This design comes from an exercise in tuning for small area and a short achievable clock period on the open sky130 flow, not from production work. Only simulation tests tie the RTL to the original design; equivalence was not proved. Power figures rest on the tool's default switching activity, not on a simulated workload.

==> design.v <==
module multiplier  #(parameter width = 16)
   ( input    signed  [width-1 : 0] multiplicand,
     input    signed  [width-1 : 0] multiplier,   
     output   signed  [2 * width - 1 : 0] product
   ) ;
   assign  product = multiplicand * multiplier ;
endmodule
module  adder  #(parameter width = 32)  
		( input   signed [width-1 : 0] a ,
		  input   signed [width-1 : 0] b , 
		  output  signed [width-1 : 0] sum
		) ;
    assign   sum = a + b ;
endmodule
module accumulator #(parameter width = 32) 
	(input    clk,
     	 input    ena,
         input    reset,
         input	  signed [width - 1 : 0] acc_in,
   	 output   reg signed [width - 1 : 0] acc_out
	) ;
   always @(posedge clk) begin
      if (reset)  acc_out <= 0 ;
      else if (ena) acc_out <= acc_in ;
   end
endmodule
module mac_demo(input clk, input reset, input ena,
                input signed [15:0] k, input signed [15:0] x,
                output signed [31:0] acc_out);
  reg [31:0] rs, rc;
  wire [31:0] ag, ap;
  ha u_cp0 (.a(rs[0]), .b(rc[0]), .s(ap[0]), .co(ag[0]));
  ha u_cp1 (.a(rs[1]), .b(rc[1]), .s(ap[1]), .co(ag[1]));
  ha u_cp2 (.a(rs[2]), .b(rc[2]), .s(ap[2]), .co(ag[2]));
  ha u_cp3 (.a(rs[3]), .b(rc[3]), .s(ap[3]), .co(ag[3]));
  ha u_cp4 (.a(rs[4]), .b(rc[4]), .s(ap[4]), .co(ag[4]));
  ha u_cp5 (.a(rs[5]), .b(rc[5]), .s(ap[5]), .co(ag[5]));
  ha u_cp6 (.a(rs[6]), .b(rc[6]), .s(ap[6]), .co(ag[6]));
  ha u_cp7 (.a(rs[7]), .b(rc[7]), .s(ap[7]), .co(ag[7]));
  ha u_cp8 (.a(rs[8]), .b(rc[8]), .s(ap[8]), .co(ag[8]));
  ha u_cp9 (.a(rs[9]), .b(rc[9]), .s(ap[9]), .co(ag[9]));
  ha u_cp10 (.a(rs[10]), .b(rc[10]), .s(ap[10]), .co(ag[10]));
  ha u_cp11 (.a(rs[11]), .b(rc[11]), .s(ap[11]), .co(ag[11]));
  ha u_cp12 (.a(rs[12]), .b(rc[12]), .s(ap[12]), .co(ag[12]));
  ha u_cp13 (.a(rs[13]), .b(rc[13]), .s(ap[13]), .co(ag[13]));
  ha u_cp14 (.a(rs[14]), .b(rc[14]), .s(ap[14]), .co(ag[14]));
  ha u_cp15 (.a(rs[15]), .b(rc[15]), .s(ap[15]), .co(ag[15]));
  ha u_cp16 (.a(rs[16]), .b(rc[16]), .s(ap[16]), .co(ag[16]));
  ha u_cp17 (.a(rs[17]), .b(rc[17]), .s(ap[17]), .co(ag[17]));
  ha u_cp18 (.a(rs[18]), .b(rc[18]), .s(ap[18]), .co(ag[18]));
  ha u_cp19 (.a(rs[19]), .b(rc[19]), .s(ap[19]), .co(ag[19]));
  ha u_cp20 (.a(rs[20]), .b(rc[20]), .s(ap[20]), .co(ag[20]));
  ha u_cp21 (.a(rs[21]), .b(rc[21]), .s(ap[21]), .co(ag[21]));
  ha u_cp22 (.a(rs[22]), .b(rc[22]), .s(ap[22]), .co(ag[22]));
  ha u_cp23 (.a(rs[23]), .b(rc[23]), .s(ap[23]), .co(ag[23]));
  ha u_cp24 (.a(rs[24]), .b(rc[24]), .s(ap[24]), .co(ag[24]));
  ha u_cp25 (.a(rs[25]), .b(rc[25]), .s(ap[25]), .co(ag[25]));
  ha u_cp26 (.a(rs[26]), .b(rc[26]), .s(ap[26]), .co(ag[26]));
  ha u_cp27 (.a(rs[27]), .b(rc[27]), .s(ap[27]), .co(ag[27]));
  ha u_cp28 (.a(rs[28]), .b(rc[28]), .s(ap[28]), .co(ag[28]));
  ha u_cp29 (.a(rs[29]), .b(rc[29]), .s(ap[29]), .co(ag[29]));
  ha u_cp30 (.a(rs[30]), .b(rc[30]), .s(ap[30]), .co(ag[30]));
  ha u_cp31 (.a(rs[31]), .b(rc[31]), .s(ap[31]), .co(ag[31]));
  wire pg1 = ag[1] | (ap[1] & ag[0]);
  wire pp_1 = ap[1] & ap[0];
  wire pg2 = ag[3] | (ap[3] & ag[2]);
  wire pp_2 = ap[3] & ap[2];
  wire pg3 = ag[5] | (ap[5] & ag[4]);
  wire pp_3 = ap[5] & ap[4];
  wire pg4 = ag[7] | (ap[7] & ag[6]);
  wire pp_4 = ap[7] & ap[6];
  wire pg5 = ag[9] | (ap[9] & ag[8]);
  wire pp_5 = ap[9] & ap[8];
  wire pg6 = ag[11] | (ap[11] & ag[10]);
  wire pp_6 = ap[11] & ap[10];
  wire pg7 = ag[13] | (ap[13] & ag[12]);
  wire pp_7 = ap[13] & ap[12];
  wire pg8 = ag[15] | (ap[15] & ag[14]);
  wire pp_8 = ap[15] & ap[14];
  wire pg9 = ag[17] | (ap[17] & ag[16]);
  wire pp_9 = ap[17] & ap[16];
  wire pg10 = ag[19] | (ap[19] & ag[18]);
  wire pp_10 = ap[19] & ap[18];
  wire pg11 = ag[21] | (ap[21] & ag[20]);
  wire pp_11 = ap[21] & ap[20];
  wire pg12 = ag[23] | (ap[23] & ag[22]);
  wire pp_12 = ap[23] & ap[22];
  wire pg13 = ag[25] | (ap[25] & ag[24]);
  wire pp_13 = ap[25] & ap[24];
  wire pg14 = ag[27] | (ap[27] & ag[26]);
  wire pp_14 = ap[27] & ap[26];
  wire pg15 = ag[29] | (ap[29] & ag[28]);
  wire pp_15 = ap[29] & ap[28];
  wire pg16 = ag[31] | (ap[31] & ag[30]);
  wire pp_16 = ap[31] & ap[30];
  wire pg17 = pg2 | (pp_2 & pg1);
  wire pp_17 = pp_2 & pp_1;
  wire pg18 = pg4 | (pp_4 & pg3);
  wire pp_18 = pp_4 & pp_3;
  wire pg19 = pg6 | (pp_6 & pg5);
  wire pp_19 = pp_6 & pp_5;
  wire pg20 = pg8 | (pp_8 & pg7);
  wire pp_20 = pp_8 & pp_7;
  wire pg21 = pg10 | (pp_10 & pg9);
  wire pp_21 = pp_10 & pp_9;
  wire pg22 = pg12 | (pp_12 & pg11);
  wire pp_22 = pp_12 & pp_11;
  wire pg23 = pg14 | (pp_14 & pg13);
  wire pp_23 = pp_14 & pp_13;
  wire pg24 = pg16 | (pp_16 & pg15);
  wire pp_24 = pp_16 & pp_15;
  wire pg25 = pg18 | (pp_18 & pg17);
  wire pp_25 = pp_18 & pp_17;
  wire pg26 = pg20 | (pp_20 & pg19);
  wire pp_26 = pp_20 & pp_19;
  wire pg27 = pg22 | (pp_22 & pg21);
  wire pp_27 = pp_22 & pp_21;
  wire pg28 = pg24 | (pp_24 & pg23);
  wire pp_28 = pp_24 & pp_23;
  wire pg29 = pg26 | (pp_26 & pg25);
  wire pp_29 = pp_26 & pp_25;
  wire pg30 = pg28 | (pp_28 & pg27);
  wire pp_30 = pp_28 & pp_27;
  wire pg31 = pg30 | (pp_30 & pg29);
  wire pp_31 = pp_30 & pp_29;
  wire pg32 = pg27 | (pp_27 & pg29);
  wire pp_32 = pp_27 & pp_29;
  wire pg33 = pg19 | (pp_19 & pg25);
  wire pp_33 = pp_19 & pp_25;
  wire pg34 = pg21 | (pp_21 & pg29);
  wire pp_34 = pp_21 & pp_29;
  wire pg35 = pg23 | (pp_23 & pg32);
  wire pp_35 = pp_23 & pp_32;
  wire pg36 = pg3 | (pp_3 & pg17);
  wire pp_36 = pp_3 & pp_17;
  wire pg37 = pg5 | (pp_5 & pg25);
  wire pp_37 = pp_5 & pp_25;
  wire pg38 = pg7 | (pp_7 & pg33);
  wire pp_38 = pp_7 & pp_33;
  wire pg39 = pg9 | (pp_9 & pg29);
  wire pp_39 = pp_9 & pp_29;
  wire pg40 = pg11 | (pp_11 & pg34);
  wire pp_40 = pp_11 & pp_34;
  wire pg41 = pg13 | (pp_13 & pg32);
  wire pp_41 = pp_13 & pp_32;
  wire pg42 = pg15 | (pp_15 & pg35);
  wire pp_42 = pp_15 & pp_35;
  wire pg43 = ag[2] | (ap[2] & pg1);
  wire pp_43 = ap[2] & pp_1;
  wire pg44 = ag[4] | (ap[4] & pg17);
  wire pp_44 = ap[4] & pp_17;
  wire pg45 = ag[6] | (ap[6] & pg36);
  wire pp_45 = ap[6] & pp_36;
  wire pg46 = ag[8] | (ap[8] & pg25);
  wire pp_46 = ap[8] & pp_25;
  wire pg47 = ag[10] | (ap[10] & pg37);
  wire pp_47 = ap[10] & pp_37;
  wire pg48 = ag[12] | (ap[12] & pg33);
  wire pp_48 = ap[12] & pp_33;
  wire pg49 = ag[14] | (ap[14] & pg38);
  wire pp_49 = ap[14] & pp_38;
  wire pg50 = ag[16] | (ap[16] & pg29);
  wire pp_50 = ap[16] & pp_29;
  wire pg51 = ag[18] | (ap[18] & pg39);
  wire pp_51 = ap[18] & pp_39;
  wire pg52 = ag[20] | (ap[20] & pg34);
  wire pp_52 = ap[20] & pp_34;
  wire pg53 = ag[22] | (ap[22] & pg40);
  wire pp_53 = ap[22] & pp_40;
  wire pg54 = ag[24] | (ap[24] & pg32);
  wire pp_54 = ap[24] & pp_32;
  wire pg55 = ag[26] | (ap[26] & pg41);
  wire pp_55 = ap[26] & pp_41;
  wire pg56 = ag[28] | (ap[28] & pg35);
  wire pp_56 = ap[28] & pp_35;
  wire pg57 = ag[30] | (ap[30] & pg42);
  wire pp_57 = ap[30] & pp_42;
  assign acc_out = ap ^ {pg57, pg42, pg56, pg35, pg55, pg41, pg54, pg32, pg53, pg40, pg52, pg34, pg51, pg39, pg50, pg29, pg49, pg38, pg48, pg33, pg47, pg37, pg46, pg25, pg45, pg36, pg44, pg17, pg43, pg1, ag[0], 1'b0};
  wire en = ena & ~reset;
  wire [31:0] fb = acc_out & {32{~reset}};
  wire [16:0] xe = {x, 1'b0};
  wire [15:0] kg = k;
  wire [16:0] ke = {k[15], k};
  wire [17:0] ke2 = {ke, 1'b0};
  wire [7:0] ng, ngb;
  wire b0_one = (xe[1] ^ xe[0]) & en;
  wire b0_two = ((xe[2] & ~xe[1] & ~xe[0]) | (~xe[2] & xe[1] & xe[0])) & en;
  assign ng[0] = xe[2];
  wire [16:0] t0 = ke ~^ {17{ng[0]}};
  wire [16:0] pp0 = ~(({17{b0_one}} & t0) | ({17{b0_two}} & {t0[15:0], ~ng[0]}));
  assign ngb[0] = ng[0] | ~(b0_one | b0_two);
  wire b1_one = (xe[3] ^ xe[2]) & en;
  wire b1_two = ((xe[4] & ~xe[3] & ~xe[2]) | (~xe[4] & xe[3] & xe[2])) & en;
  assign ng[1] = xe[4];
  wire [16:0] t1 = ke ~^ {17{ng[1]}};
  wire [16:0] pp1 = ~(({17{b1_one}} & t1) | ({17{b1_two}} & {t1[15:0], ~ng[1]}));
  assign ngb[1] = ng[1] | ~(b1_one | b1_two);
  wire b2_one = (xe[5] ^ xe[4]) & en;
  wire b2_two = ((xe[6] & ~xe[5] & ~xe[4]) | (~xe[6] & xe[5] & xe[4])) & en;
  assign ng[2] = xe[6];
  wire [16:0] t2 = ke ~^ {17{ng[2]}};
  wire [16:0] pp2 = ~(({17{b2_one}} & t2) | ({17{b2_two}} & {t2[15:0], ~ng[2]}));
  assign ngb[2] = ng[2] | ~(b2_one | b2_two);
  wire b3_one = (xe[7] ^ xe[6]) & en;
  wire b3_two = ((xe[8] & ~xe[7] & ~xe[6]) | (~xe[8] & xe[7] & xe[6])) & en;
  assign ng[3] = xe[8];
  wire [16:0] t3 = ke ~^ {17{ng[3]}};
  wire [16:0] pp3 = ~(({17{b3_one}} & t3) | ({17{b3_two}} & {t3[15:0], ~ng[3]}));
  assign ngb[3] = ng[3] | ~(b3_one | b3_two);
  wire b4_one = (xe[9] ^ xe[8]) & en;
  wire b4_two = ((xe[10] & ~xe[9] & ~xe[8]) | (~xe[10] & xe[9] & xe[8])) & en;
  assign ng[4] = xe[10];
  wire [16:0] t4 = ke ~^ {17{ng[4]}};
  wire [16:0] pp4 = ~(({17{b4_one}} & t4) | ({17{b4_two}} & {t4[15:0], ~ng[4]}));
  assign ngb[4] = ng[4] | ~(b4_one | b4_two);
  wire b5_one = (xe[11] ^ xe[10]) & en;
  wire b5_two = ((xe[12] & ~xe[11] & ~xe[10]) | (~xe[12] & xe[11] & xe[10])) & en;
  assign ng[5] = xe[12];
  wire [16:0] t5 = ke ~^ {17{ng[5]}};
  wire [16:0] pp5 = ~(({17{b5_one}} & t5) | ({17{b5_two}} & {t5[15:0], ~ng[5]}));
  assign ngb[5] = ng[5] | ~(b5_one | b5_two);
  wire b6_one = (xe[13] ^ xe[12]) & en;
  wire b6_two = ((xe[14] & ~xe[13] & ~xe[12]) | (~xe[14] & xe[13] & xe[12])) & en;
  assign ng[6] = xe[14];
  wire [16:0] t6 = ke ~^ {17{ng[6]}};
  wire [16:0] pp6 = ~(({17{b6_one}} & t6) | ({17{b6_two}} & {t6[15:0], ~ng[6]}));
  assign ngb[6] = ng[6] | ~(b6_one | b6_two);
  wire b7_one = (xe[15] ^ xe[14]) & en;
  wire b7_two = ((xe[16] & ~xe[15] & ~xe[14]) | (~xe[16] & xe[15] & xe[14])) & en;
  assign ng[7] = xe[16];
  wire [16:0] t7 = ke ~^ {17{ng[7]}};
  wire [16:0] pp7 = ~(({17{b7_one}} & t7) | ({17{b7_two}} & {t7[15:0], ~ng[7]}));
  assign ngb[7] = ng[7] | ~(b7_one | b7_two);
  wire [4:0] pk;
  assign pk[0] = kg[0];
  assign pk[1] = kg[1] ^ (ng[7] & |kg[0:0]);
  assign pk[2] = kg[2] ^ (ng[7] & |kg[1:0]);
  assign pk[3] = kg[3] ^ (ng[7] & |kg[2:0]);
  assign pk[4] = kg[4] ^ (ng[7] & |kg[3:0]);
  wire [4:0] pe7 = ({5{b7_one}} & pk) | ({5{b7_two}} & {pk[3:0], 1'b0});
  wire c7 = ngb[7] & ~(b7_one & |kg[4:0]) & ~(b7_two & |kg[3:0]);
  wire fs0, fc0;
  fa u_fa0 (.a(fb[0]), .b(pp0[0]), .c(ngb[0]), .s(fs0), .co(fc0));
  wire fs1, fc1;
  fa u_fa1 (.a(fb[1]), .b(pp0[1]), .c(fc0), .s(fs1), .co(fc1));
  wire fs2, fc2;
  fa u_fa2 (.a(fb[2]), .b(pp0[2]), .c(pp1[0]), .s(fs2), .co(fc2));
  wire fs3, fc3;
  fa u_fa3 (.a(ngb[1]), .b(fs2), .c(fc1), .s(fs3), .co(fc3));
  wire fs4, fc4;
  fa u_fa4 (.a(fb[3]), .b(pp0[3]), .c(pp1[1]), .s(fs4), .co(fc4));
  wire hs0, hc0;
  ha u_ha0 (.a(fc2), .b(fs4), .s(hs0), .co(hc0));
  wire fs5, fc5;
  fa u_fa5 (.a(fb[4]), .b(pp0[4]), .c(pp1[2]), .s(fs5), .co(fc5));
  wire fs6, fc6;
  fa u_fa6 (.a(pp2[0]), .b(ngb[2]), .c(fc4), .s(fs6), .co(fc6));
  wire fs7, fc7;
  fa u_fa7 (.a(fs5), .b(hc0), .c(fs6), .s(fs7), .co(fc7));
  wire fs8, fc8;
  fa u_fa8 (.a(fb[5]), .b(pp0[5]), .c(pp1[3]), .s(fs8), .co(fc8));
  wire fs9, fc9;
  fa u_fa9 (.a(pp2[1]), .b(fc5), .c(fs8), .s(fs9), .co(fc9));
  wire hs1, hc1;
  ha u_ha1 (.a(fc6), .b(fs9), .s(hs1), .co(hc1));
  wire fs10, fc10;
  fa u_fa10 (.a(fb[6]), .b(pp0[6]), .c(pp1[4]), .s(fs10), .co(fc10));
  wire fs11, fc11;
  fa u_fa11 (.a(pp2[2]), .b(pp3[0]), .c(ngb[3]), .s(fs11), .co(fc11));
  wire fs12, fc12;
  fa u_fa12 (.a(fc8), .b(fs10), .c(fs11), .s(fs12), .co(fc12));
  wire hs2, hc2;
  ha u_ha2 (.a(fc9), .b(fs12), .s(hs2), .co(hc2));
  wire fs13, fc13;
  fa u_fa13 (.a(fb[7]), .b(pp0[7]), .c(pp1[5]), .s(fs13), .co(fc13));
  wire fs14, fc14;
  fa u_fa14 (.a(pp2[3]), .b(pp3[1]), .c(fc10), .s(fs14), .co(fc14));
  wire fs15, fc15;
  fa u_fa15 (.a(fc11), .b(fs13), .c(fs14), .s(fs15), .co(fc15));
  wire hs3, hc3;
  ha u_ha3 (.a(fc12), .b(hc2), .s(hs3), .co(hc3));
  wire fs16, fc16;
  fa u_fa16 (.a(fb[8]), .b(pp0[8]), .c(pp1[6]), .s(fs16), .co(fc16));
  wire fs17, fc17;
  fa u_fa17 (.a(pp2[4]), .b(pp3[2]), .c(pp4[0]), .s(fs17), .co(fc17));
  wire hs4, hc4;
  ha u_ha4 (.a(ngb[4]), .b(fc13), .s(hs4), .co(hc4));
  wire fs18, fc18;
  fa u_fa18 (.a(fb[9]), .b(pp0[9]), .c(pp1[7]), .s(fs18), .co(fc18));
  wire hs5, hc5;
  ha u_ha5 (.a(pp2[5]), .b(pp3[3]), .s(hs5), .co(hc5));
  wire fs19, fc19;
  fa u_fa19 (.a(fb[10]), .b(pp0[10]), .c(pp1[8]), .s(fs19), .co(fc19));
  wire fs20, fc20;
  fa u_fa20 (.a(pp2[6]), .b(pp3[4]), .c(pp4[2]), .s(fs20), .co(fc20));
  wire fs21, fc21;
  fa u_fa21 (.a(fb[11]), .b(pp0[11]), .c(pp1[9]), .s(fs21), .co(fc21));
  wire hs6, hc6;
  ha u_ha6 (.a(pp2[7]), .b(pp3[5]), .s(hs6), .co(hc6));
  wire fs22, fc22;
  fa u_fa22 (.a(fb[12]), .b(pp0[12]), .c(pp1[10]), .s(fs22), .co(fc22));
  wire fs23, fc23;
  fa u_fa23 (.a(pp2[8]), .b(pp3[6]), .c(pp4[4]), .s(fs23), .co(fc23));
  wire hs7, hc7;
  ha u_ha7 (.a(pp5[2]), .b(pp6[0]), .s(hs7), .co(hc7));
  wire fs24, fc24;
  fa u_fa24 (.a(fb[13]), .b(pp0[13]), .c(pp1[11]), .s(fs24), .co(fc24));
  wire fs25, fc25;
  fa u_fa25 (.a(pp2[9]), .b(pp3[7]), .c(pp4[5]), .s(fs25), .co(fc25));
  wire hs8, hc8;
  ha u_ha8 (.a(pp5[3]), .b(pp6[1]), .s(hs8), .co(hc8));
  wire fs26, fc26;
  fa u_fa26 (.a(fb[14]), .b(pp0[14]), .c(pp1[12]), .s(fs26), .co(fc26));
  wire fs27, fc27;
  fa u_fa27 (.a(pp2[10]), .b(pp3[8]), .c(pp4[6]), .s(fs27), .co(fc27));
  wire fs28, fc28;
  fa u_fa28 (.a(pp5[4]), .b(pp6[2]), .c(pe7[0]), .s(fs28), .co(fc28));
  wire fs29, fc29;
  fa u_fa29 (.a(fb[15]), .b(pp0[15]), .c(pp1[13]), .s(fs29), .co(fc29));
  wire fs30, fc30;
  fa u_fa30 (.a(pp2[11]), .b(pp3[9]), .c(pp4[7]), .s(fs30), .co(fc30));
  wire fs31, fc31;
  fa u_fa31 (.a(pp5[5]), .b(pp6[3]), .c(pe7[1]), .s(fs31), .co(fc31));
  wire fs32, fc32;
  fa u_fa32 (.a(fb[16]), .b(pp0[16]), .c(pp1[14]), .s(fs32), .co(fc32));
  wire fs33, fc33;
  fa u_fa33 (.a(pp2[12]), .b(pp3[10]), .c(pp4[8]), .s(fs33), .co(fc33));
  wire fs34, fc34;
  fa u_fa34 (.a(pp5[6]), .b(pp6[4]), .c(pe7[2]), .s(fs34), .co(fc34));
  wire fs35, fc35;
  fa u_fa35 (.a(fb[17]), .b(pp0[16]), .c(pp1[15]), .s(fs35), .co(fc35));
  wire fs36, fc36;
  fa u_fa36 (.a(pp2[13]), .b(pp3[11]), .c(pp4[9]), .s(fs36), .co(fc36));
  wire fs37, fc37;
  fa u_fa37 (.a(pp5[7]), .b(pp6[5]), .c(pe7[3]), .s(fs37), .co(fc37));
  wire fs38, fc38;
  fa u_fa38 (.a(fb[18]), .b(~pp0[16]), .c(~pp1[16]), .s(fs38), .co(fc38));
  wire fs39, fc39;
  fa u_fa39 (.a(pp2[14]), .b(pp3[12]), .c(pp4[10]), .s(fs39), .co(fc39));
  wire fs40, fc40;
  fa u_fa40 (.a(pp5[8]), .b(pp6[6]), .c(pe7[4]), .s(fs40), .co(fc40));
  wire fs41, fc41;
  assign fs41 = ~(fb[19] ^ pp2[15]);
  assign fc41 = fb[19] | pp2[15];
  wire fs42, fc42;
  fa u_fa42 (.a(pp3[13]), .b(pp4[11]), .c(pp5[9]), .s(fs42), .co(fc42));
  wire fs43, fc43;
  fa u_fa43 (.a(pp6[7]), .b(pp7[5]), .c(c7), .s(fs43), .co(fc43));
  wire fs44, fc44;
  fa u_fa44 (.a(fb[20]), .b(~pp2[16]), .c(pp3[14]), .s(fs44), .co(fc44));
  wire fs45, fc45;
  fa u_fa45 (.a(pp4[12]), .b(pp5[10]), .c(pp6[8]), .s(fs45), .co(fc45));
  wire fs46, fc46;
  assign fs46 = ~(fb[21] ^ pp3[15]);
  assign fc46 = fb[21] | pp3[15];
  wire hs9, hc9;
  ha u_ha9 (.a(pp4[13]), .b(pp5[11]), .s(hs9), .co(hc9));
  wire fs47, fc47;
  fa u_fa47 (.a(fb[22]), .b(~pp3[16]), .c(pp4[14]), .s(fs47), .co(fc47));
  wire hs10, hc10;
  assign hs10 = ~fb[23];
  assign hc10 = fb[23];
  wire fs48, fc48;
  fa u_fa48 (.a(fs16), .b(fs17), .c(hs4), .s(fs48), .co(fc48));
  wire fs49, fc49;
  fa u_fa49 (.a(pp4[1]), .b(hs5), .c(fc16), .s(fs49), .co(fc49));
  wire hs11, hc11;
  ha u_ha11 (.a(fc17), .b(fs18), .s(hs11), .co(hc11));
  wire fs50, fc50;
  fa u_fa50 (.a(pp5[0]), .b(ngb[5]), .c(hc5), .s(fs50), .co(fc50));
  wire fs51, fc51;
  fa u_fa51 (.a(fc18), .b(fs19), .c(fs20), .s(fs51), .co(fc51));
  wire fs52, fc52;
  fa u_fa52 (.a(pp4[3]), .b(pp5[1]), .c(hs6), .s(fs52), .co(fc52));
  wire fs53, fc53;
  fa u_fa53 (.a(fc19), .b(fc20), .c(fs21), .s(fs53), .co(fc53));
  wire fs54, fc54;
  fa u_fa54 (.a(ngb[6]), .b(hc6), .c(hs7), .s(fs54), .co(fc54));
  wire fs55, fc55;
  fa u_fa55 (.a(fc21), .b(fs22), .c(fs23), .s(fs55), .co(fc55));
  wire fs56, fc56;
  fa u_fa56 (.a(hc7), .b(hs8), .c(fc22), .s(fs56), .co(fc56));
  wire fs57, fc57;
  fa u_fa57 (.a(fc23), .b(fs24), .c(fs25), .s(fs57), .co(fc57));
  wire fs58, fc58;
  fa u_fa58 (.a(hc8), .b(fc24), .c(fc25), .s(fs58), .co(fc58));
  wire fs59, fc59;
  fa u_fa59 (.a(fs26), .b(fs27), .c(fs28), .s(fs59), .co(fc59));
  wire fs60, fc60;
  fa u_fa60 (.a(fc26), .b(fc27), .c(fc28), .s(fs60), .co(fc60));
  wire fs61, fc61;
  fa u_fa61 (.a(fs29), .b(fs30), .c(fs31), .s(fs61), .co(fc61));
  wire fs62, fc62;
  fa u_fa62 (.a(fc29), .b(fc30), .c(fc31), .s(fs62), .co(fc62));
  wire fs63, fc63;
  fa u_fa63 (.a(fs32), .b(fs33), .c(fs34), .s(fs63), .co(fc63));
  wire fs64, fc64;
  fa u_fa64 (.a(fc32), .b(fc33), .c(fc34), .s(fs64), .co(fc64));
  wire fs65, fc65;
  fa u_fa65 (.a(fs35), .b(fs36), .c(fs37), .s(fs65), .co(fc65));
  wire fs66, fc66;
  fa u_fa66 (.a(fc35), .b(fc36), .c(fc37), .s(fs66), .co(fc66));
  wire fs67, fc67;
  fa u_fa67 (.a(fs38), .b(fs39), .c(fs40), .s(fs67), .co(fc67));
  wire fs68, fc68;
  fa u_fa68 (.a(fc38), .b(fc39), .c(fc40), .s(fs68), .co(fc68));
  wire fs69, fc69;
  fa u_fa69 (.a(fs41), .b(fs42), .c(fs43), .s(fs69), .co(fc69));
  wire fs70, fc70;
  fa u_fa70 (.a(pp7[6]), .b(fc41), .c(fc42), .s(fs70), .co(fc70));
  wire fs71, fc71;
  fa u_fa71 (.a(fc43), .b(fs44), .c(fs45), .s(fs71), .co(fc71));
  wire fs72, fc72;
  fa u_fa72 (.a(pp6[9]), .b(pp7[7]), .c(hs9), .s(fs72), .co(fc72));
  wire fs73, fc73;
  fa u_fa73 (.a(fc44), .b(fc45), .c(fs46), .s(fs73), .co(fc73));
  wire fs74, fc74;
  fa u_fa74 (.a(pp5[12]), .b(pp6[10]), .c(pp7[8]), .s(fs74), .co(fc74));
  wire fs75, fc75;
  fa u_fa75 (.a(hc9), .b(fc46), .c(fs47), .s(fs75), .co(fc75));
  wire fs76, fc76;
  fa u_fa76 (.a(hs10), .b(pp4[15]), .c(pp5[13]), .s(fs76), .co(fc76));
  wire fs77, fc77;
  fa u_fa77 (.a(pp6[11]), .b(pp7[9]), .c(fc47), .s(fs77), .co(fc77));
  wire fs78, fc78;
  fa u_fa78 (.a(fb[24]), .b(hc10), .c(~pp4[16]), .s(fs78), .co(fc78));
  wire fs79, fc79;
  fa u_fa79 (.a(pp5[14]), .b(pp6[12]), .c(pp7[10]), .s(fs79), .co(fc79));
  wire fs80, fc80;
  assign fs80 = ~(fb[25] ^ pp5[15]);
  assign fc80 = fb[25] | pp5[15];
  wire hs12, hc12;
  ha u_ha12 (.a(pp6[13]), .b(pp7[11]), .s(hs12), .co(hc12));
  wire fs81, fc81;
  fa u_fa81 (.a(fb[26]), .b(~pp5[16]), .c(pp6[14]), .s(fs81), .co(fc81));
  wire hs13, hc13;
  assign hs13 = ~fb[27];
  assign hc13 = fb[27];
  wire hs14, hc14;
  ha u_ha14 (.a(fc14), .b(fs48), .s(hs14), .co(hc14));
  wire fs82, fc82;
  fa u_fa82 (.a(hc4), .b(hs11), .c(fs49), .s(fs82), .co(fc82));
  wire fs83, fc83;
  fa u_fa83 (.a(fs50), .b(hc11), .c(fc49), .s(fs83), .co(fc83));
  wire fs84, fc84;
  fa u_fa84 (.a(fc50), .b(fs52), .c(fc51), .s(fs84), .co(fc84));
  wire fs85, fc85;
  fa u_fa85 (.a(fc52), .b(fs54), .c(fc53), .s(fs85), .co(fc85));
  wire fs86, fc86;
  fa u_fa86 (.a(fc54), .b(fs56), .c(fc55), .s(fs86), .co(fc86));
  wire fs87, fc87;
  fa u_fa87 (.a(fc56), .b(fs58), .c(fc57), .s(fs87), .co(fc87));
  wire fs88, fc88;
  fa u_fa88 (.a(fc58), .b(fs60), .c(fc59), .s(fs88), .co(fc88));
  wire fs89, fc89;
  fa u_fa89 (.a(fc60), .b(fs62), .c(fc61), .s(fs89), .co(fc89));
  wire fs90, fc90;
  fa u_fa90 (.a(fc62), .b(fs64), .c(fc63), .s(fs90), .co(fc90));
  wire fs91, fc91;
  fa u_fa91 (.a(fc64), .b(fs66), .c(fc65), .s(fs91), .co(fc91));
  wire fs92, fc92;
  fa u_fa92 (.a(fc66), .b(fs68), .c(fc67), .s(fs92), .co(fc92));
  wire fs93, fc93;
  fa u_fa93 (.a(fc68), .b(fs70), .c(fc69), .s(fs93), .co(fc93));
  wire fs94, fc94;
  fa u_fa94 (.a(fs72), .b(fc70), .c(fc71), .s(fs94), .co(fc94));
  wire fs95, fc95;
  fa u_fa95 (.a(fs74), .b(fc72), .c(fc73), .s(fs95), .co(fc95));
  wire fs96, fc96;
  fa u_fa96 (.a(fc74), .b(fs76), .c(fs77), .s(fs96), .co(fc96));
  wire fs97, fc97;
  fa u_fa97 (.a(fc76), .b(fs78), .c(fs79), .s(fs97), .co(fc97));
  wire fs98, fc98;
  fa u_fa98 (.a(hs12), .b(fc78), .c(fc79), .s(fs98), .co(fc98));
  wire fs99, fc99;
  fa u_fa99 (.a(pp7[12]), .b(hc12), .c(fc80), .s(fs99), .co(fc99));
  wire fs100, fc100;
  fa u_fa100 (.a(hs13), .b(pp6[15]), .c(pp7[13]), .s(fs100), .co(fc100));
  wire fs101, fc101;
  fa u_fa101 (.a(fb[28]), .b(hc13), .c(~pp6[16]), .s(fs101), .co(fc101));
  wire hs15, hc15;
  assign hs15 = ~fb[29];
  assign hc15 = fb[29];
  wire hs16, hc16;
  ha u_ha16 (.a(fc15), .b(hc3), .s(hs16), .co(hc16));
  wire fs102, fc102;
  fa u_fa102 (.a(fc48), .b(fs82), .c(hc14), .s(fs102), .co(fc102));
  wire fs103, fc103;
  fa u_fa103 (.a(fs51), .b(fs83), .c(fc82), .s(fs103), .co(fc103));
  wire fs104, fc104;
  fa u_fa104 (.a(fs53), .b(fc83), .c(fs84), .s(fs104), .co(fc104));
  wire fs105, fc105;
  fa u_fa105 (.a(fs55), .b(fc84), .c(fs85), .s(fs105), .co(fc105));
  wire fs106, fc106;
  fa u_fa106 (.a(fs57), .b(fc85), .c(fs86), .s(fs106), .co(fc106));
  wire fs107, fc107;
  fa u_fa107 (.a(fs59), .b(fc86), .c(fs87), .s(fs107), .co(fc107));
  wire fs108, fc108;
  fa u_fa108 (.a(fs61), .b(fc87), .c(fs88), .s(fs108), .co(fc108));
  wire fs109, fc109;
  fa u_fa109 (.a(fs63), .b(fc88), .c(fs89), .s(fs109), .co(fc109));
  wire fs110, fc110;
  fa u_fa110 (.a(fs65), .b(fc89), .c(fs90), .s(fs110), .co(fc110));
  wire fs111, fc111;
  fa u_fa111 (.a(fs67), .b(fc90), .c(fs91), .s(fs111), .co(fc111));
  wire fs112, fc112;
  fa u_fa112 (.a(fs69), .b(fc91), .c(fs92), .s(fs112), .co(fc112));
  wire fs113, fc113;
  fa u_fa113 (.a(fs71), .b(fc92), .c(fs93), .s(fs113), .co(fc113));
  wire fs114, fc114;
  fa u_fa114 (.a(fs73), .b(fc93), .c(fs94), .s(fs114), .co(fc114));
  wire fs115, fc115;
  fa u_fa115 (.a(fs75), .b(fc94), .c(fs95), .s(fs115), .co(fc115));
  wire fs116, fc116;
  fa u_fa116 (.a(fc75), .b(fc95), .c(fs96), .s(fs116), .co(fc116));
  wire fs117, fc117;
  fa u_fa117 (.a(fc77), .b(fs97), .c(fc96), .s(fs117), .co(fc117));
  wire fs118, fc118;
  fa u_fa118 (.a(fs80), .b(fc97), .c(fs98), .s(fs118), .co(fc118));
  wire fs119, fc119;
  fa u_fa119 (.a(fs81), .b(fc98), .c(fs99), .s(fs119), .co(fc119));
  wire fs120, fc120;
  fa u_fa120 (.a(fc81), .b(fs100), .c(fc99), .s(fs120), .co(fc120));
  wire fs121, fc121;
  fa u_fa121 (.a(pp7[14]), .b(fc100), .c(fs101), .s(fs121), .co(fc121));
  wire fs122, fc122;
  fa u_fa122 (.a(hs15), .b(pp7[15]), .c(fc101), .s(fs122), .co(fc122));
  wire fs123, fc123;
  fa u_fa123 (.a(fb[30]), .b(hc15), .c(~pp7[16]), .s(fs123), .co(fc123));
  wire hs17, hc17;
  assign hs17 = ~fb[31];
  assign hc17 = fb[31];
  wire [31:0] ns = {hs17, fs123, fs122, fs121, fs120, fc118, fs118, fs117, fc115, fc114, fc113, fc112, fc111, fc110, fc109, fc108, fc107, fc106, fc105, fc104, fc103, fc102, hc16, hs14, fs15, hc1, fc7, fs7, hs0, fs3, fs1, fs0};
  wire [31:0] nc = {fc123, fc122, fc121, fc120, fc119, fs119, fc117, fc116, fs116, fs115, fs114, fs113, fs112, fs111, fs110, fs109, fs108, fs107, fs106, fs105, fs104, fs103, fs102, hs16, hs3, hs2, hs1, 1'b0, fc3, 1'b0, 1'b0, 1'b0};
  always @(posedge clk) begin
    rs <= ns;
    rc <= nc;
  end
endmodule
module fa(input a, input b, input c, output s, output co);
  assign s = a ^ b ^ c;
  assign co = (a & b) | (a & c) | (b & c);
endmodule
module ha(input a, input b, output s, output co);
  assign s = a ^ b;
  assign co = a & b;
endmodule
==> flow/run.sh <==
#!/bin/bash
# The standard layout (the standard.sh, unchanged synthesis), except that
# the port buffers are plain buffers and the clock-delay buffer cells are not
# used anywhere. The make output goes to standard.log; ORFS keeps each step's
# log under orfs/logs/.
set -uo pipefail
export BUFFER_PORTS_ARGS="-buffer_cell sky130_fd_sc_hd__buf_2"
export DONT_USE_CELLS="sky130_fd_sc_hd__clkdlybuf4s15_1 sky130_fd_sc_hd__clkdlybuf4s15_2 sky130_fd_sc_hd__clkdlybuf4s18_1 sky130_fd_sc_hd__clkdlybuf4s18_2 sky130_fd_sc_hd__clkdlybuf4s25_1 sky130_fd_sc_hd__clkdlybuf4s25_2 sky130_fd_sc_hd__clkdlybuf4s50_1 sky130_fd_sc_hd__clkdlybuf4s50_2"
bash standard.sh > standard.log 2>&1
==> standard.sh <==
#!/bin/bash
# synth_recipe.tcl (not shown) runs the flow's synth.tcl, then flattens the netlist and writes it again
# the make line also repeats each setting of config.mk as NAME=value (left out here)
make -C /OpenROAD-flow-scripts/flow DESIGN_CONFIG=/design/flow/config.mk WORK_HOME=/design/flow/orfs CLKGATE_MAP_FILE= SYNTH_SCRIPT=/design/flow/synth_recipe.tcl "${@:-finish}"
==> config.mk <==
export PLATFORM = sky130hd
export DESIGN_NAME = mac_demo
export DESIGN_NICKNAME = mac_demo
export VERILOG_FILES = /design/flow/design.v
export SDC_FILE = /design/flow/constraint.sdc
export NUM_CORES = 4
export LEC_CHECK = 0
export ABC_AREA = 1
export CAP_MARGIN = 20
export CORE_MARGIN = 2
export CORE_UTILIZATION = 40
export CTS_BUF_LIST = sky130_fd_sc_hd__clkbuf_4 sky130_fd_sc_hd__clkbuf_8
export PLACE_DENSITY = 0.8
export SETUP_SLACK_MARGIN = 2.7
export SLEW_MARGIN = 20
export SYNTH_HIERARCHICAL = 1
export SYNTH_MINIMUM_KEEP_SIZE = 0
==> constraint.sdc <==
create_clock -name core_clock -period 7.0 [get_ports {clk}]
set_input_delay 1.4000 -clock core_clock [delete_from_list [all_inputs] [get_ports {clk}]]
set_output_delay 1.4000 -clock core_clock [all_outputs]
set_load 0.01 [all_outputs]
==> out/qor.yml, run 1 <==
io_buffers: 66
cts_root_buf: "clkbuf_8"
clk_latency_ps: 370
grt_pass1_vias: 6743
seq_area_frac_synth_pct: 14.4
setup_tns_ps: 0
drt-wirelength-per-cell_um: 17.6
synth.most_common_cell: "fa_1"
cp_cell_sequence: "buf_8 > inv_4 > nand2_4 > nor3_4 > inv_2 > o22ai_1 > fa_1 > fa_1 > fa_1 > fa_1"
start_util_pct: 41.0
grt_usage_pct: 19.6
maxSlewViolCount: 0
synth_enable_flop_cells: 0
ios: 67
firstDrtPassIters: 5
p_leak_uw: 0.00371
place.detailed.hpwl_um: 16600
detail-route-antenna-nets: 0
irDropWorstVdd_v: 0.000358
ys_top_cells_by_area: "fa_1 (29%), dfxtp_1 (14%), xor2_1 (12%)"
grt_max_degree: 30
std_cell_rows: 52
syn_area_mm2: 0.00835
critPathTopFamily: "adder cells"
required_ps: 7240
finish.instance_area_mm2: 0.00923
dieArea_mm2: 0.0220
worst-path-stages: 10
antenna_cells: 0
yosysTopAreaCellShare_pct: 29.0
drt_iter0_drc: 504
critPathArrivalTime_ps: 4450
yosys.area.top_type: "fa_1"
period_share_pct: 60.2
vias: 6388
via_per_inst: 5.44
cp-start-kind: "input pin"
r2r-start: "rc[15]"
final_nets: 1120
crit_buf_inv: 3
cts_tree: "built"
antenna_found_initial: 1
die_height_um: 148
status: "complete, no violations"
min_period_ps: 4220
rr_endpoint: "rc[20]"
area_growth_pct: 10.6
cp-end-kind: "register"
die_w_um: 148
maxCapViolations: 0
cts_max_level: 3
endpoint: "rc[18]"
fmax_ghz: 0.237
synth.distinct_cells: 40
syn_inst: 861
grt.overflow.total: 0
drt-total-wl_um: 20700
yosys_warnings: 7
synthTopCellsByCount: "fa_1 (121), xor2_1 (111), o22a_1 (97)"
grt_pass1_wl_um: 33800
crit_type: "in -> reg"
synth-seq-cells: 60
rsz0062_at_grt: "true"
placed_area_mm2: 0.00872
cts.sinks: 60
gp_congestion: 0.903
crit_path_max_fanout: 29
clk_path_buf_depth: 2
drive_above_1_share_pct: 17.7
regToRegSetupSlack_ps: 2970
reg2reg_depth: 18
cts-buffers-inserted: 9
slowest_delay_ps: 520
hold_viol_final: 0
syn_area_per_cell_um2: 9.70
async_reset_ff_share_pct: 0
startpoint: "reset"
finalSetupViolCount: 0
cts.clk_slew.worst_paths_ps: 60
cpMostUsedCell: "fa_1"
cp_slowest_cell: "fa_1"
hold-worst-slack_ps: 678
ys.flop_type: "dfxtp_1"
hold_path.class: "reg -> reg"
powerDensity_mw_per_mm2: 495
finalClockSkew_ps: 14.3
remaining_drc_errors: 0
core_mm2: 0.0204
## cells by family (layout without fill, tap and decap cells)
| logic type | Yosys count | count (layout) | share of synthesized area [%] |
|---|---|---|---|
| adder cells (fa/ha/maj) | 186 | 186 | 38.8 |
| other | 1 | 4 | 0.0449 |
| buffers and inverters | 140 | 179 | 7.70 |
| AO/OA/AOI/OAI | 162 | 162 | 15.2 |
| AND/OR/NAND/NOR | 176 | 177 | 9.61 |
| XOR/XNOR | 136 | 136 | 14.3 |
| flip-flops | 60 | 60 | 14.4 |
## Yosys stat by module (local to each module, per instance)
| module | cells | flip-flops and latches |
|---|---|---|
| mac_demo | 694 | 60 |
| ha | 1 | 0 |
| fa | 1 | 0 |
## report_power, final
group	internal, uW	switching, uW	leakage, uW
clock	186	140	0.000106
sequential	575	70.1	0.000505
combinational	1550	2050	0.00310
total	2310	2260	0.00371
## cell usage in the layout (no fill, tap or decap), types with 3 or more instances in the layout
cell and count:
nor2_1 68, nand2_2 8, a22oi_1 12, o21ai_0 7, nand2_4 4, ha_4 5
nor3_4 6, xor2_1 111, inv_4 5, clkbuf_8 11, dfxtp_1 60, buf_6 3
xnor2_1 24, a31o_2 4, ha_1 60, fa_1 121, nand2_1 61, a211oi_2 3
inv_1 71, o22ai_1 9, a21oi_1 19, nand3_1 6, clkbuf_4 3, buf_4 13
nor2_2 10, inv_2 10, a21oi_2 3, conb_1 4, o22a_1 97, nor3_2 3
buf_2 57
## worst reg2reg max path, cell delays in order, from the launching register on
cell,delay (ps)
dfxtp_1,310
ha_1,330
nand2_1,100
nor2_2,170
inv_1,70
nor2_1,120
nand2_2,80
nand2_4,110
buf_4,110
a31o_2,130
ha_1,140
nor2_1,50
xnor2_1,380
nand2_1,120
ha_1,310
inv_1,60
fa_1,430
fa_1,500
fa_1,400
## metal layers
layer | part of all wire [%] | vias to the layer above | track usage [%]
met5 | 0 | - | 0
met1 | 41 | 3168 | 24.8
met4 | 2.5 | 0 | 7.00
li1 | - | 2921 | -
met2 | 49 | 256 | 33.2
met3 | 7.6 | 43 | 4.11
## layout make-up
| cell class | count | area [um2] |
|---|---|---|
| clock buffer | 12 | 159 |
| inverter | 87 | 339 |
| tap | 270 | 338 |
| fill | 1879 | 11100 |
| timing repair buffer | 76 | 447 |
| sequential | 60 | 1200 |
| multi-input combinational | 665 | 6700 |
| clock inverter | 4 | 47.5 |
## timing repair
item                                    4_1_cts  5_1_grt
pin swaps                                     1        7
buffers inserted                              0        9
hold buffers                                  0        0
endpoints found under the setup margin       36       21
gates resized for setup                      17       32
cloned                                        0        1
## sequential cells by signal, summed over array words and instances, names as in the netlist
name / flops
rs: 32
rc: 28
## metrics by stage
step | util [%] | total power, uW | setup WS, ps | std cells
floorplan | - | 3060 | 2730 | 864
global placement | 42.8 | 4000 | 1900 | 1148
detailed placement | 42.8 | 4160 | 1820 | 1148
CTS | 44.1 | 4530 | 2720 | 1164
global route | 45.3 | 5170 | 2700 | 1174
finish | 45.3 | 4570 | 2780 | 1174
## worst min path at each step
stage / from / endpoint / slack [ps] / cells past startpoint
after floorplan: rc[31] / rs[31] / 630 / 3
after global placement: rc[31] / rs[31] / 680 / 3
after detailed placement: rc[31] / rs[31] / 670 / 3
after CTS: rc[31] / rs[31] / 680 / 3
after global routing: rc[31] / rs[31] / 720 / 3
final: rc[31] / rs[31] / 680 / 3
==> run 2, diff against run 1 <==
--- a/config.mk
+++ b/config.mk
@@ -10,7 +10,6 @@
 export CORE_MARGIN = 2
 export CORE_UTILIZATION = 40
 export CTS_BUF_LIST = sky130_fd_sc_hd__clkbuf_4 sky130_fd_sc_hd__clkbuf_8
-export PLACE_DENSITY = 0.8
 export SETUP_SLACK_MARGIN = 2.7
 export SLEW_MARGIN = 20
 export SYNTH_HIERARCHICAL = 1
==> run 2 against run 1 <==
Compared with the run above: still clean; hold slack improved by 9.4 ps; sequential cell count did not move; combinational power fell by 4%; core utilization fell by 0.15 points; global-route usage rose by 0.40 points; sequential power fell by 1%; cell area fell by 0.33%; synthesized area did not move; critical path type unchanged.
==> out/qor.yml, run 2 <==
crit_path_max_fanout: 29
cts_max_level: 3
synth.most_common_cell: "fa_1"
finalClockSkew_ps: 14.6
fillers: 2005
min_period_ps: 4180
cts-hold-fix-buffers: 0
regMostFlops: "rs"
antenna_found_initial: 0
period_share_pct: 59.7
reg2reg_depth: 16
setup_tns_ps: 0
top_regs: "rs x32, rc x28"
detail-route-antenna-nets: 0
grt_max_degree: 30
ios: 67
drt-wirelength-per-cell_um: 17.8
maxCapViolations: 0
ys.flop_type: "dfxtp_1"
p_leak_uw: 0.00370
rsz0062_at_grt: "false"
cp-start-kind: "input pin"
cts.sinks: 60
clk_latency_ps: 370
antenna_cells: 0
yosys_warnings: 7
min_path_cells: 3
fmax_ghz: 0.239
cts-buffers-inserted: 9
synthTopCellsByCount: "fa_1 (121), xor2_1 (111), o22a_1 (97)"
largest_reg_flops: 32
layout.cells.non_filler: 1173
crit_buf_inv: 3
critPathArrivalTime_ps: 4420
vias: 6110
layout_common_cells: "fa_1 (120), xor2_1 (111), o22a_1 (97)"
multi_input_area_mm2: 0.00667
drt_iter0_drc: 295
yosys.area.top_type: "fa_1"
firstDrtPassIters: 5
power_uw: 4420
dp.cells: 1148
critPathTopFamily: "adder cells"
cp-end-kind: "register"
clk_path_buf_depth: 2
async_reset_ff_share_pct: 0
grt_pass1_vias: 6551
finalSetupViolCount: 0
crit_type: "in -> reg"
synth_enable_flop_cells: 0
slowest_delay_ps: 510
syn_inst: 861
seq_area_frac_synth_pct: 14.4
drt-total-wl_um: 20900
syn_area_mm2: 0.00835
gp_congestion: 0.849
place.detailed.hpwl_um: 16800
grt_usage_pct: 20.0
cts.clk_slew.worst_paths_ps: 60
cpMostUsedCell: "fa_1"
cts_root_buf: "clkbuf_8"
synth.distinct_cells: 40
layout_commonest_cell: "fa_1"
syn_area_per_cell_um2: 9.70
cp_slowest_cell: "fa_1"
hold_viol_final: 0
die_w_um: 148
core_mm2: 0.0204
std_cell_rows: 52
area_growth_pct: 10.2
powerDensity_mw_per_mm2: 481
via_per_inst: 5.21
ys_top_cells_by_area: "fa_1 (29%), dfxtp_1 (14%), xor2_1 (12%)"
start_util_pct: 41.0
yosysTopAreaCellShare_pct: 29.0
regArea_mm2: 0.00120
irDropWorstVdd_v: 0.000280
required_ps: 7230
io_buffers: 66
remaining_drc_errors: 0
drive_above_1_share_pct: 17.2
dieArea_mm2: 0.0220
grt.overflow.total: 0
cts_tree: "built"
die_height_um: 148
grt_pass1_wl_um: 34200
hold_path.class: "reg -> reg"
final_nets: 1119
maxSlewViolCount: 0
cp_cell_sequence: "buf_6 > inv_6 > nand2_8 > nor3_4 > inv_4 > a21oi_1 > nand2_1 > o21ai_1 > fa_1 > fa_1 > fa_1 > fa_1"
worst-path-stages: 12
status: "complete, no violations"
synth-seq-cells: 60
-- run 2: cell counts after synthesis --
No cell type changed its count.
-- run 2: through the flow --
step	setup WS [ps]	utilization, %	hold slack [ps]	instance area [um2]
after floorplan	2730	-	629	8360
after global placement	1840	42.8	680	8720
after detailed placement	1780	42.8	662	8720
after CTS	2700	44.2	679	9000
after global routing	2690	45.2	722	9200
final	2820	45.2	688	9200
-- run 2: logic make-up (layout without fill, tap and decap cells) --
group,Yosys count,count (layout),share of synthesized area [%]
AOI/OAI and AO/OA,162,162,15.2
xor gates and xnor gates,136,136,14.3
adders and majority gates,186,186,38.8
buffers and inverters,140,178,7.70
DFF,60,60,14.4
other,1,4,0.0449
and+or+nand+nor,176,177,9.61
-- run 2: path summary, 6_finish.rpt --
kind	startpoint	end	slack [ps]
max	reset	rc[19]	2820
max reg2reg	rs[5]	rc[16]	2930
min	rc[31]	rs[31]	690
min reg2reg	rc[31]	rs[31]	690
-- run 2: layer usage --
layer  up-vias  wire, um  global-route usage [%]
met5         -         0                       0
met4         0       332                    5.33
met3        20      1000                    3.80
met2       149     10000                    33.8
met1      3016      9510                    26.5
li1       2925         -                       -
-- run 2: worst register-to-register path: stages, from the launching register on --
cell     delay (ps)
dfxtp_1         300
ha_1            360
nand2_1         100
nor2_1           40
nand2_1         130
a21oi_1         100
or2_2           300
a31o_2          210
ha_1            180
nor2_1          110
xnor2_1         160
inv_1           100
nor2_4          110
fa_1            450
fa_2            400
fa_1            500
fa_1            400
-- run 2: final cells by class --
class,count,area share [%]
Inverter,87,3.71
Timing Repair Buffer,75,4.85
Sequential cell,60,13.1
Tap cell,270,3.67
Clock buffer,12,1.73
Clock inverter,4,0.517
Multi-Input combinational cell,665,72.5
-- run 2: per-module statistics from Yosys (local to each module, per instance) --
module | area (um2) | cells | flip-flops and latches
mac_demo | 5350 | 694 | 60
fa | 20.0 | 1 | 0
ha | 12.5 | 1 | 0
-- run 2: what timing repair did --
action,CTS,global route
endpoints found under the setup margin,38,27
pin swaps,2,9
gates resized for setup,14,35
cloned,0,1
buffers inserted,3,5
-- run 2: report_power, final --
group          leakage, uW  switching (uW)  total (uW)  internal (uW)
logic              0.00309            1970        3450           1490
registers         0.000505            61.8         637            575
clock network     0.000106             147         334            187

==> what the ideal ports hide <==
In the flow no input, the clock included, has a driving cell. The finished layouts below were timed again as built, in two steps.
Step 1 sets driving cells, clkbuf_16 on the clock port and buf_2 on the other inputs (assumed; they add their load-dependent delay and slew).
Step 2 times the ports against the registers' clock, not the clock port: input delays grow and output delays shrink by t, the midpoint of the rising clock arrivals with the driver on.
Three values: no drivers, after step 1, after step 2; two values: the first two.
run	shift t [ns]	slack for setup (ns)	hold slack, ns	worst setup path after step 2	pins driven straight from the clock port
run 1	0.406	2.785 / 2.786 / 2.380	0.678 / 0.678 / 0.678	input to register	1
run 2	0.402	2.819 / 2.816 / 2.420	0.688 / 0.688 / 0.688	input to register	1
After both steps every run listed still meets setup and hold. The setup slack of run 1, which loses most, moves by +0.001 ns with the drivers and by -0.405 ns with both steps.
